From an optimization exercise on the open Yosys and OpenROAD flow, aimed at a short achievable clock period and few clock cycles; shortcuts taken in it are not production practice.
Function was checked by simulation only, so behaviour that the tests miss may differ from the original.
Power and IR drop assume default switching activity.

===== flow/run.sh =====
#!/bin/bash
# synth_recipe.tcl (not shown) runs the flow's synth.tcl, then flattens the netlist and writes it again
# the make line also repeats each setting of config.mk as NAME=value (left out here)
make -C /OpenROAD-flow-scripts/flow DESIGN_CONFIG=/design/flow/config.mk WORK_HOME=/design/flow/orfs CLKGATE_MAP_FILE= SYNTH_SCRIPT=/design/flow/synth_recipe.tcl finish

===== flow/config.mk =====
export PLATFORM = sky130hd
export DESIGN_NAME = arm_cpu
export DESIGN_NICKNAME = arm_cpu
export VERILOG_FILES = /design/flow/design.v
export SDC_FILE = /design/flow/constraint.sdc
export NUM_CORES = 4
export LEC_CHECK = 0
export CAP_MARGIN = 20
export CORE_MARGIN = 2
export CORE_UTILIZATION = 40
export SLEW_MARGIN = 20

===== flow/constraint.sdc =====
create_clock -name core_clock -period 11.0 [get_ports {clk}]
set_input_delay 2.2000 -clock core_clock [delete_from_list [all_inputs] [get_ports {clk}]]
set_output_delay 2.2000 -clock core_clock [all_outputs]
set_load 0.01 [all_outputs]

===== flow/design.v =====
`timescale 1ns / 1ps
module alu(
	input wire [31:0] SrcA,
	input wire [31:0] SrcB,
	input wire [1:0] ALUControl,
	output reg [31:0] ALUResult,
	output wire [3:0] ALUFlags
    );
	wire [32:0] sum;
	assign sum = {1'b0, SrcA} + {1'b0, (ALUControl[0] ? ~SrcB : SrcB)} + {32'b0, ALUControl[0]};
	always @(*)
	case (ALUControl)
				2'b00	:	 
								ALUResult = sum[31:0];
				2'b01	:	 
								ALUResult = sum[31:0];
				2'b10	:	 
								ALUResult = SrcA & SrcB;
				2'b11	:	 
								ALUResult = SrcA | SrcB;
	endcase 
	assign ALUFlags[0] = ~ALUControl[1] & 
								(ALUResult[31] ^ SrcA[31]) &
								~(ALUControl[0] ^ SrcA[31] ^ SrcB[31]) ;		 
	assign ALUFlags[1] = ~ALUControl[1] & sum[32];													 
 	assign ALUFlags[2] = (ALUResult == 0)? 1'b1 : 1'b0;					 
	assign ALUFlags[3] = ALUResult[31];											 
endmodule
`timescale 1ns / 1ps
module alu_decoder(
	input wire [4:0] Funct,				 
	input wire ALUOp,						 
	output reg [1:0] ALUControl,		 
	output reg [1:0] FlagW				 
    );
	always @(*)
	if (ALUOp == 0)
		begin
			ALUControl = 2'b00;
			FlagW = 2'b00;
		end
	else
		case (Funct[4:1])		 
			4'b0100	:	 
							begin
								ALUControl = 2'b00;
								FlagW = (Funct[0])? 2'b11 : 2'b00;
							end
			4'b0010	:	 
							begin
								ALUControl = 2'b01;
								FlagW = (Funct[0])? 2'b11 : 2'b00;
							end	
			4'b0000	:	 
							begin
								ALUControl = 2'b10;
								FlagW = (Funct[0])? 2'b10 : 2'b00;
							end	
			4'b1100	:	 
							begin
								ALUControl = 2'b11;
								FlagW = (Funct[0])? 2'b10 : 2'b00;
							end
			default	:	 
							begin
								ALUControl = 2'b00;
								FlagW = 2'b00;
							end
		endcase
endmodule
`timescale 1ns / 1ps
module main_decoder(
	input wire [1:0] Op,					 
	input wire [5:0] Funct,		 
   output reg Branch,			 
	output reg MemtoReg,
	output reg MemW,				 
	output reg ALUSrc,
	output reg [1:0] ImmSrc,
	output reg RegW,				 
	output reg [1:0] RegSrc,
	output reg ALUOp
	 );
	always @(*)
		case (Op)
				2'b00	:	 
							if ( ~Funct[5] )	 
								begin
									Branch	=	1'b0;
									MemtoReg	=	1'b0;
									MemW		=	1'b0;
									ALUSrc	=	1'b0;
									ImmSrc	=	2'b00;
									RegW		=	1'b1;
									RegSrc	=	2'b00;
									ALUOp		=	1'b1;
								end
							else					 
								begin
									Branch	=	1'b0;
									MemtoReg	=	1'b0;
									MemW		=	1'b0;
									ALUSrc	=	1'b1;
									ImmSrc	=	2'b00;
									RegW		=	1'b1;
									RegSrc	=	2'b00;
									ALUOp		=	1'b1;
								end
				2'b01	:	 
							if ( ~Funct[0] )	 
								begin
									Branch	=	1'b0;
									MemtoReg	=	1'b0;
									MemW		=	1'b1;
									ALUSrc	=	1'b1;
									ImmSrc	=	2'b01;
									RegW		=	1'b0;
									RegSrc	=	2'b10;
									ALUOp		=	1'b0;
								end
							else					 
								begin
									Branch	=	1'b0;
									MemtoReg	=	1'b1;
									MemW		=	1'b0;
									ALUSrc	=	1'b1;
									ImmSrc	=	2'b01;
									RegW		=	1'b1;
									RegSrc	=	2'b00;
									ALUOp		=	1'b0;
								end
				2'b10	:	 
							begin
								Branch	=	1'b1;
								MemtoReg	=	1'b0;
								MemW		=	1'b0;
								ALUSrc	=	1'b1;
								ImmSrc	=	2'b10;
								RegW		=	1'b0;
								RegSrc	=	2'b01;
								ALUOp		=	1'b0;
							end
				default :	
							begin
								Branch	=	1'b0;
								MemtoReg	=	1'b0;
								MemW		=	1'b0;
								ALUSrc	=	1'b0;
								ImmSrc	=	2'b00;
								RegW		=	1'b0;
								RegSrc	=	2'b00;
								ALUOp		=	1'b0;
							end
		endcase
endmodule
`timescale 1ns / 1ps
module decoder(
	input wire [3:0] Rd,
	input wire [1:0] Op,
	input wire [5:0] Funct,
	output wire PCSrcD,
	output wire RegWriteD,
	output wire MemtoRegD,	
	output wire MemWriteD,
	output wire [1:0] ALUControlD,
	output wire BranchD,
	output wire ALUSrcD,
	output wire [1:0] FlagWriteD,
	output wire [1:0] ImmSrcD,
	output wire [1:0] RegSrcD
	);
	wire ALUOp;
	main_decoder MainDecoder 
	(
		.Op			(Op),
		.Funct		(Funct),
		.Branch		(BranchD),
		.MemtoReg	(MemtoRegD),
		.MemW			(MemWriteD),
		.ALUSrc		(ALUSrcD),
		.ImmSrc		(ImmSrcD),
		.RegW			(RegWriteD),
		.RegSrc		(RegSrcD),
		.ALUOp		(ALUOp)
	);
	alu_decoder ALUDecoder
	(
		.Funct		(Funct[4:0]),
		.ALUOp		(ALUOp),
		.ALUControl	(ALUControlD),
		.FlagW		(FlagWriteD)
	);
	assign PCSrcD = ((Rd == 4'd15) & RegWriteD) | BranchD;
	endmodule
`timescale 1ns / 1ps
module conditional_logic(
	input wire clk,
	input wire PCS,
	input wire RegW,
	input wire MemW,
	input wire [1:0] FlagW,
	input wire [3:0] Cond,
	input wire [3:0] ALUFlags,
	output wire PCSrc,
	output wire RegWrite,
	output wire MemWrite
    );
	wire [1:0] FlagWrite;
	reg [3:0] Flags;
	reg CondEx;
	assign FlagWrite = FlagW & {2{CondEx}};
	always @(posedge clk)
	begin
		if ( FlagWrite[0] )
			Flags[1:0] <= ALUFlags[1:0];
		if	( FlagWrite[1] )
			Flags[3:2] <= ALUFlags[3:2];
	end
	wire N, Z, C, V, ge;
	assign {N, Z, C, V} = Flags;
	assign ge = (N == V);
	always @(*)
		case (Cond)
			4'b0000	:	CondEx = Z;				 
			4'b0001	:	CondEx = ~Z;			 
			4'b0010	:	CondEx = C;				 
			4'b0011	:	CondEx = ~C;			 
			4'b0100	:	CondEx = N;				 
			4'b0101	:	CondEx = ~N;			 
			4'b0110	:	CondEx = V;				 
			4'b0111	:	CondEx = ~V;			 
			4'b1000	:	CondEx = ~Z & C;		 
			4'b1001	:	CondEx = Z | ~C;		 
			4'b1010	:	CondEx = ge;			 
			4'b1011	:	CondEx = ~ge;			 
			4'b1100	:	CondEx = ~Z & ge;		 
			4'b1101	:	CondEx = Z | ~ge;		 
			4'b1110	:	CondEx = 1'b1;			 
			default	:	CondEx = 1'b0;			 
		endcase
	assign PCSrc    = PCS  & CondEx;
	assign RegWrite = RegW & CondEx;
	assign MemWrite = MemW & CondEx;
endmodule
`timescale 1ns / 1ps
module control_unit(
	input wire clk,
	input wire [3:0] Cond,
	input wire [1:0] Op,
	input wire [5:0] Funct,
	input wire [3:0] Rd,
	input wire [3:0] ALUFlags,
	output wire PCSrc,
	output wire RegWrite,
	output wire MemWrite,
	output wire MemtoReg,
	output wire ALUSrc,
	output wire [1:0] ImmSrc,
	output wire [1:0] RegSrc,
	output wire [1:0] ALUControl
    );
	wire PCS;
	wire RegW;
	wire MemW;
	wire [1:0] FlagW;
	decoder Decoder
	(
		.Rd				(Rd),
		.Op				(Op),
		.Funct			(Funct),
		.PCSrcD			(PCS),
		.RegWriteD		(RegW),
		.MemtoRegD		(MemtoReg),
		.MemWriteD		(MemW),
		.ALUControlD	(ALUControl),
		.BranchD			(),
		.ALUSrcD			(ALUSrc),
		.FlagWriteD		(FlagW),
		.ImmSrcD			(ImmSrc),
		.RegSrcD			(RegSrc)
	);
	conditional_logic ConditionalLogic
	(
		.clk			(clk),
		.PCS			(PCS),
		.RegW			(RegW),
		.MemW			(MemW),
		.FlagW		(FlagW),
		.Cond			(Cond),
		.ALUFlags	(ALUFlags),
		.PCSrc		(PCSrc),
		.RegWrite	(RegWrite),
		.MemWrite	(MemWrite)
	);
endmodule
`timescale 1ns / 1ps
module extend(
	input wire [1:0] ImmSrc,			 
	input wire [23:0] Instr,			 
	output reg [31:0] ExtImm			 
    );
	always @(*)
	case (ImmSrc)
		2'b00	:	 
					ExtImm[31:0] = {{24{1'b0}}, Instr[7:0]};
		2'b01	:	 
					ExtImm[31:0] = {{20{1'b0}}, Instr[11:0]};
		2'b10	:	 
					ExtImm[31:0] = {{6{Instr[23]}}, Instr[23:0], 2'b00};
		default:  
					ExtImm[31:0] = 32'h00000000;		
	endcase 
endmodule
`timescale 1ns / 1ps
module regfile(
	input wire clk,
	input wire WE3,						 
	input wire [3:0] A1, A2, A3,		 
	input wire [31:0] WD3, R15,		 
	output wire [31:0] RD1, RD2			 
    );
	reg [31:0] registers[14:0];
	always @(posedge clk)
	if (WE3 && (A3 != 4'd15))
		registers[A3] <= WD3;
	assign RD1 = (A1 == 4'd15) ? R15 : registers[A1];
	assign RD2 = (A2 == 4'd15) ? R15 : registers[A2];
endmodule
`timescale 1ns / 1ps
module datapath(
	input wire clk,
	input wire reset,
	input wire [1:0] RegSrc,
	input wire RegWrite,
	input wire [1:0] ImmSrc,
	input wire ALUSrc,
	input wire [1:0] ALUControl,
	input wire MemtoReg,
	input wire PCSrc,
	output wire [3:0] ALUFlags,
	output reg [31:0] PC,
	input wire [31:0] Instr,
	output wire [31:0] ALUResult,
	output wire [31:0] WriteData,
	input wire [31:0] ReadData
    );
	wire [31:0] PCNext, PCPlus4, PCPlus8;
	wire [31:0] ExtImm, SrcA, SrcB, Result;
	wire [3:0] RA1, RA2;
	assign PCPlus4 = PC + 32'd4;
	assign PCPlus8 = PCPlus4 + 32'd4;
	assign PCNext = PCSrc ? Result : PCPlus4;
	always @(posedge clk)
		if (reset)
			PC <= 32'd0;
		else
			PC <= PCNext;
	assign RA1 = RegSrc[0] ? 4'd15 : Instr[19:16];
	assign RA2 = RegSrc[1] ? Instr[15:12] : Instr[3:0];
	regfile RF
	(
		.clk		(clk),
		.WE3		(RegWrite),
		.A1		(RA1),
		.A2		(RA2),
		.A3		(Instr[15:12]),
		.WD3		(Result),
		.R15		(PCPlus8),
		.RD1		(SrcA),
		.RD2		(WriteData)
	);
	extend Ext
	(
		.ImmSrc	(ImmSrc),
		.Instr	(Instr[23:0]),
		.ExtImm	(ExtImm)
	);
	assign SrcB = ALUSrc ? ExtImm : WriteData;
	alu ALU
	(
		.SrcA			(SrcA),
		.SrcB			(SrcB),
		.ALUControl	(ALUControl),
		.ALUResult	(ALUResult),
		.ALUFlags	(ALUFlags)
	);
	assign Result = MemtoReg ? ReadData : ALUResult;
endmodule
`timescale 1ns / 1ps
module arm_cpu(
	input wire clk,
	input wire reset,
	output wire [31:0] PC,
	input wire [31:0] Instr,
	output wire MemWrite,
	output wire [31:0] DataAdr,
	output wire [31:0] WriteData,
	input wire [31:0] ReadData
    );
	wire [3:0] ALUFlags;
	wire RegWrite, ALUSrc, MemtoReg, PCSrc;
	wire [1:0] RegSrc, ImmSrc, ALUControl;
	control_unit ControlUnit
	(
		.clk			(clk),
		.Cond			(Instr[31:28]),
		.Op			(Instr[27:26]),
		.Funct		(Instr[25:20]),
		.Rd			(Instr[15:12]),
		.ALUFlags	(ALUFlags),
		.PCSrc		(PCSrc),
		.RegWrite	(RegWrite),
		.MemWrite	(MemWrite),
		.MemtoReg	(MemtoReg),
		.ALUSrc		(ALUSrc),
		.ImmSrc		(ImmSrc),
		.RegSrc		(RegSrc),
		.ALUControl	(ALUControl)
	);
	datapath DataPath
	(
		.clk			(clk),
		.reset		(reset),
		.RegSrc		(RegSrc),
		.RegWrite	(RegWrite),
		.ImmSrc		(ImmSrc),
		.ALUSrc		(ALUSrc),
		.ALUControl	(ALUControl),
		.MemtoReg	(MemtoReg),
		.PCSrc		(PCSrc),
		.ALUFlags	(ALUFlags),
		.PC			(PC),
		.Instr		(Instr),
		.ALUResult	(DataAdr),
		.WriteData	(WriteData),
		.ReadData	(ReadData)
	);
endmodule

==> impl_metrics.py <==
metrics = {
    "min_path": {
        "min_from": "DataPath.PC[1]",
        "worst_hold_path_type": "flop to flop",
    },
    "global_route": {
        "number_of_global_route_vias_before_repair": 28300,
        "remaining_global_route_overflow": 0,
        "global_route.usage.total_pct": 35.0,
        "antenna_violations_before_repair": 7,
        "grt_first_pass_wirelength_um": 205000,
        "grt_max_degree": 52,
    },
    "power": {
        "power_switching_share_pct": 35.5,
        "switching_pwr_mw": 2.50,
        "pwr-share-comb_pct": 36.0,
        "total_power_per_unit_cell_area_nw_per_um2": 181,
        "fin_total_pwr_mw": 7.04,
        "leakage_nw": 14.1,
        "power_frac_clock_pct": 28.0,
        "seq_power_share_pct": 36.0,
        "cellInternalPower_mw": 4.54,
        "vdd.ir_drop.worst_mv": 0.123,
    },
    "placement": {
        "port_buffers": 162,
        "post-place-ws_ps": -320,
        "hpwlAfterDp_um": 106000,
        "routabilityCongestion": 1.00,
    },
    "clock_tree": {
        "clk_latency_ps": 640,
        "post_cts_hold_buffer_count": 0,
        "cts-buffers-inserted": 56,
        "clkSlewWorstSetupHoldPaths_ps": 60,
        "h-tree-depth": 2,
        "numClockSinks": 516,
        "cts.path.max_buffers": 3,
        "cts_tree": "yes",
        "cts_root_buf": "sky130_fd_sc_hd__clkbuf_16",
    },
    "timing": {
        "fin_crit_ps": 10800,
        "setup-violations-final": 0,
        "fin_crit_sh_pct": 98.2,
        "tightestPinTransition_ps": 1180,
        "timing.max_slew.rel_slack_pct": 20.9,
        "holdWs_ps": 601,
        "timing.final.max_slew_violations": 0,
        "fin_skew_ps": 24.1,
        "post-route-worst-setup-slack_ps": 200,
        "achievable-frequency_mhz": 92.6,
        "finalHoldViolCount": 0,
    },
    "route": {
        "drcViolationCount": 0,
        "vias": 29900,
        "routed_wire_length_per_instance_um": 31.6,
        "route.final.wire_length_um": 147000,
        "first_pass_iters": 8,
        "drt_iter0_drc": 4154,
        "ant_nets": 0,
        "post_drt_via_cell_ratio": 6.45,
    },
    "floorplanning": {
        "io_pins": 163,
        "die_width_um": 284,
        "initial_cell_density_of_the_core_pct": 40.4,
        "placement_rows": 102,
        "core_um2": 77600,
        "die-height_um": 284,
        "die_area_um2": 80700,
    },
    "worst_setup_path": {
        "timing.critical_path.from_type": "input port",
        "setup.worst_path.class": "input port to primary output",
        "r2r_setup_slack_ps": 3160,
        "critical_path_required_ps": 8800,
        "reg_to_reg_endpoint": "DataPath.PC[30]",
        "ff2ff_path_depth": 26,
        "critical_register_to_register_path_startpoint": "DataPath.PC[2]",
        "critPathMaxFanout": 11,
        "critPathSlowestCell": "sky130_fd_sc_hd__clkdlybuf4s50_1",
        "critical_path.most_common_cell": "sky130_fd_sc_hd__buf_4",
        "crit_path_end_kind": "primary output",
        "cp_slowest_stage_delay_ps": 550,
        "critical_path.startpoint": "Instr[27]",
        "critical_path_arrival_ps": 8600,
        "crit_end": "DataAdr[29]",
    },
    "final_layout": {
        "multi_input_comb_area_um2": 15400,
        "fillers": 7043,
        "layout.area.seq_um2": 15200,
        "layout.nets": 3662,
        "post_route_cells_drive_above_1_share_pct": 19.5,
        "syn2layout_area_growth_pct": 23.8,
        "postLayoutCoreUtil_pct": 50.1,
    },
    "synthesis": {
        "yosys.cell_types.count": 93,
        "syn_nets": 3282,
        "synth_ff_type": "sky130_fd_sc_hd__edfxtp_1",
        "syn_inst": 3176,
        "synth-seq-area-share_pct": 48.4,
        "mappedNetlistArea_um2": 31400,
        "synth_edf_count": 484,
        "yosys_register_bits": 516,
        "synth.avg_cell_area_um2": 9.88,
        "ys_warn_count": 7,
        "synth_async_sr_flop_share_pct": 0,
    },
    "flow_run": {
        "cap_violations": 0,
    },
    "status": {
        "outcome": "finished clean",
    },
}
==> stage by stage <==
step | cell area [um^2] | std cells | TNS, ps
after CTS | 38700 | 4637 | 0
final | 38900 | 4644 | 0
after floorplan | 31400 | 3176 | 0
after detailed placement | 36700 | 4530 | -504
after global placement | 36700 | 4530 | -324
after global routing | 38800 | 4641 | -39.8
==> power groups by stage <==
stage	clock, mW	combinational (mW)	sequential (mW)
final	1.97	2.53	2.54
after global routing	2.05	2.64	2.54
after CTS	1.98	2.45	2.54
after detailed placement	0	2.43	2.58
after global placement	0	2.41	2.58
after floorplan	0	1.11	2.56
==> how the worst min path moves through the flow <==
stage | endpoint | slack (ps) | depth (start not counted)
global route | DataPath.PC[1] | 630 | 2
detailed placement | DataPath.PC[1] | 600 | 2
floorplan | DataPath.PC[1] | 570 | 2
CTS | DataPath.PC[0] | 610 | 2
global placement | DataPath.PC[0] | 570 | 2
finish | DataPath.PC[1] | 600 | 2
==> per-layer routing <==
layer | share of wire [%] | routed length [um] | vias up | track usage (%)
li1 | - | - | 12800 | -
met1 | 39 | 57500 | 14700 | 46.9
met2 | 44 | 64300 | 2043 | 53.3
met3 | 11 | 15900 | 400 | 6.89
met4 | 6.1 | 8950 | 2 | 18.7
met5 | 0.0089 | 13 | - | 0
==> cell families after synthesis <==
kind of cell	Yosys count	share of synthesized area, %
simple gates	1115	16.8
xor+xnor	105	2.93
fa+ha+maj	54	2.08
compound gates	891	18.9
mux	202	7.20
buf+inv	293	3.76
flops	516	48.4
==> synthesized netlist by cell type (all sizes together) (41+ instances only) <==
library cell / instances / share of area (%)
clkbuf: 166 / 2.0
a21oi: 135 / 2.2
o22ai: 73 / 1.5
inv: 42 / 0.50
nor3: 66 / 1.2
a31oi: 84 / 1.7
mux2i: 103 / 3.3
nand2: 464 / 5.6
a211oi: 100 / 2.4
o21ai: 210 / 3.4
and3: 41 / 0.82
mux2: 89 / 3.2
nor2: 226 / 2.7
buf: 82 / 1.2
nand3: 112 / 1.8
xnor2: 75 / 2.1
edfxtp: 484 / 46
==> flip-flops by register name, summed over array words and instances (netlist names) <==
| register | flops |
|---|---|
| DataPath.PC | 32 |
| DataPath.RF.registers | 480 |
| ControlUnit.ConditionalLogic.Flags | 4 |
==> worst max-delay path, delay by kind of cell <==
| kind | cells | cell delay [ps] |
|---|---|---|
| xor gates and xnor gates | 1 | 100 |
| and+or+nand+nor | 2 | 410 |
| adders and majority gates | 2 | 570 |
| buffers and inverters | 10 | 2340 |
| muxes | 2 | 390 |
| AOI/OAI and AO/OA | 13 | 2560 |
==> area by class of cell <==
type / count / area share, %
clock buffers: 62 / 3.72
multi-input cells: 2367 / 39.6
well taps: 1040 / 3.35
repair buffers: 570 / 12.7
diodes: 3 / 0.0193
clock inverters: 41 / 1.14
inverters: 45 / 0.435
flip-flops and latches: 516 / 39.1
==> placed cells by master, fill, tap and decap left out, types with 26 or more instances in the layout <==
cell,netlist,routed
sky130_fd_sc_hd__edfxtp_1,484,484
sky130_fd_sc_hd__nand2_1,464,464
sky130_fd_sc_hd__buf_4,7,387
sky130_fd_sc_hd__nor2_1,226,209
sky130_fd_sc_hd__o21ai_0,207,201
sky130_fd_sc_hd__clkdlybuf4s50_1,0,157
sky130_fd_sc_hd__a21oi_1,134,128
sky130_fd_sc_hd__nand3_1,110,110
sky130_fd_sc_hd__mux2i_1,103,100
sky130_fd_sc_hd__a211oi_1,99,98
sky130_fd_sc_hd__mux2_2,89,88
sky130_fd_sc_hd__a31oi_1,84,83
sky130_fd_sc_hd__xnor2_1,75,75
sky130_fd_sc_hd__o22ai_1,73,70
sky130_fd_sc_hd__clkbuf_16,0,58
sky130_fd_sc_hd__nor3_1,61,55
sky130_fd_sc_hd__inv_1,42,42
sky130_fd_sc_hd__and3_1,41,41
sky130_fd_sc_hd__ha_1,39,38
sky130_fd_sc_hd__nor2b_1,33,33
sky130_fd_sc_hd__dfxtp_1,32,32
sky130_fd_sc_hd__a21o_1,33,32
sky130_fd_sc_hd__nand4_1,31,31
sky130_fd_sc_hd__xor2_1,30,30
sky130_fd_sc_hd__o211a_1,26,26
==> what timing repair did <==
item / 4_1_cts / 5_1_grt
buffers inserted: 4 / 3
endpoints found under the setup margin: 6 / 11
resized for setup: 12 / 21
pin swaps: 2 / 4
gates cloned: 0 / 1
Testbench counts, summed over its fixed seeds: cycles 11,877.

==> what the ideal ports hide <==
The results above use ideal ports. As a check the final layout listed here was re-extracted and re-timed, cells and wires unchanged.
Step 1 assumes that a clkbuf_16 drives the clock port and a buf_2 every other input.
Step 2 moves the port delays by t, midway between the first and last clock arrival at a register: inputs arrive t later, outputs are due t later. That takes back most of the time a late clock gives input paths.
Three values: no drivers, after step 1, after step 2; two values: the first two.
t, ns: 0.692
slack for setup (ns): 0.200 / 0.170 / 0.170
hold slack, ns: 0.601 / 0.601 / 0.601
latest minus earliest clock arrival (ns): 0.024 / 0.024
cell pins on the clock port's net: 1
After both steps setup and hold are still met in this run. For this run, drivers alone change the setup slack by -0.030 ns; drivers and shift together by -0.030 ns.
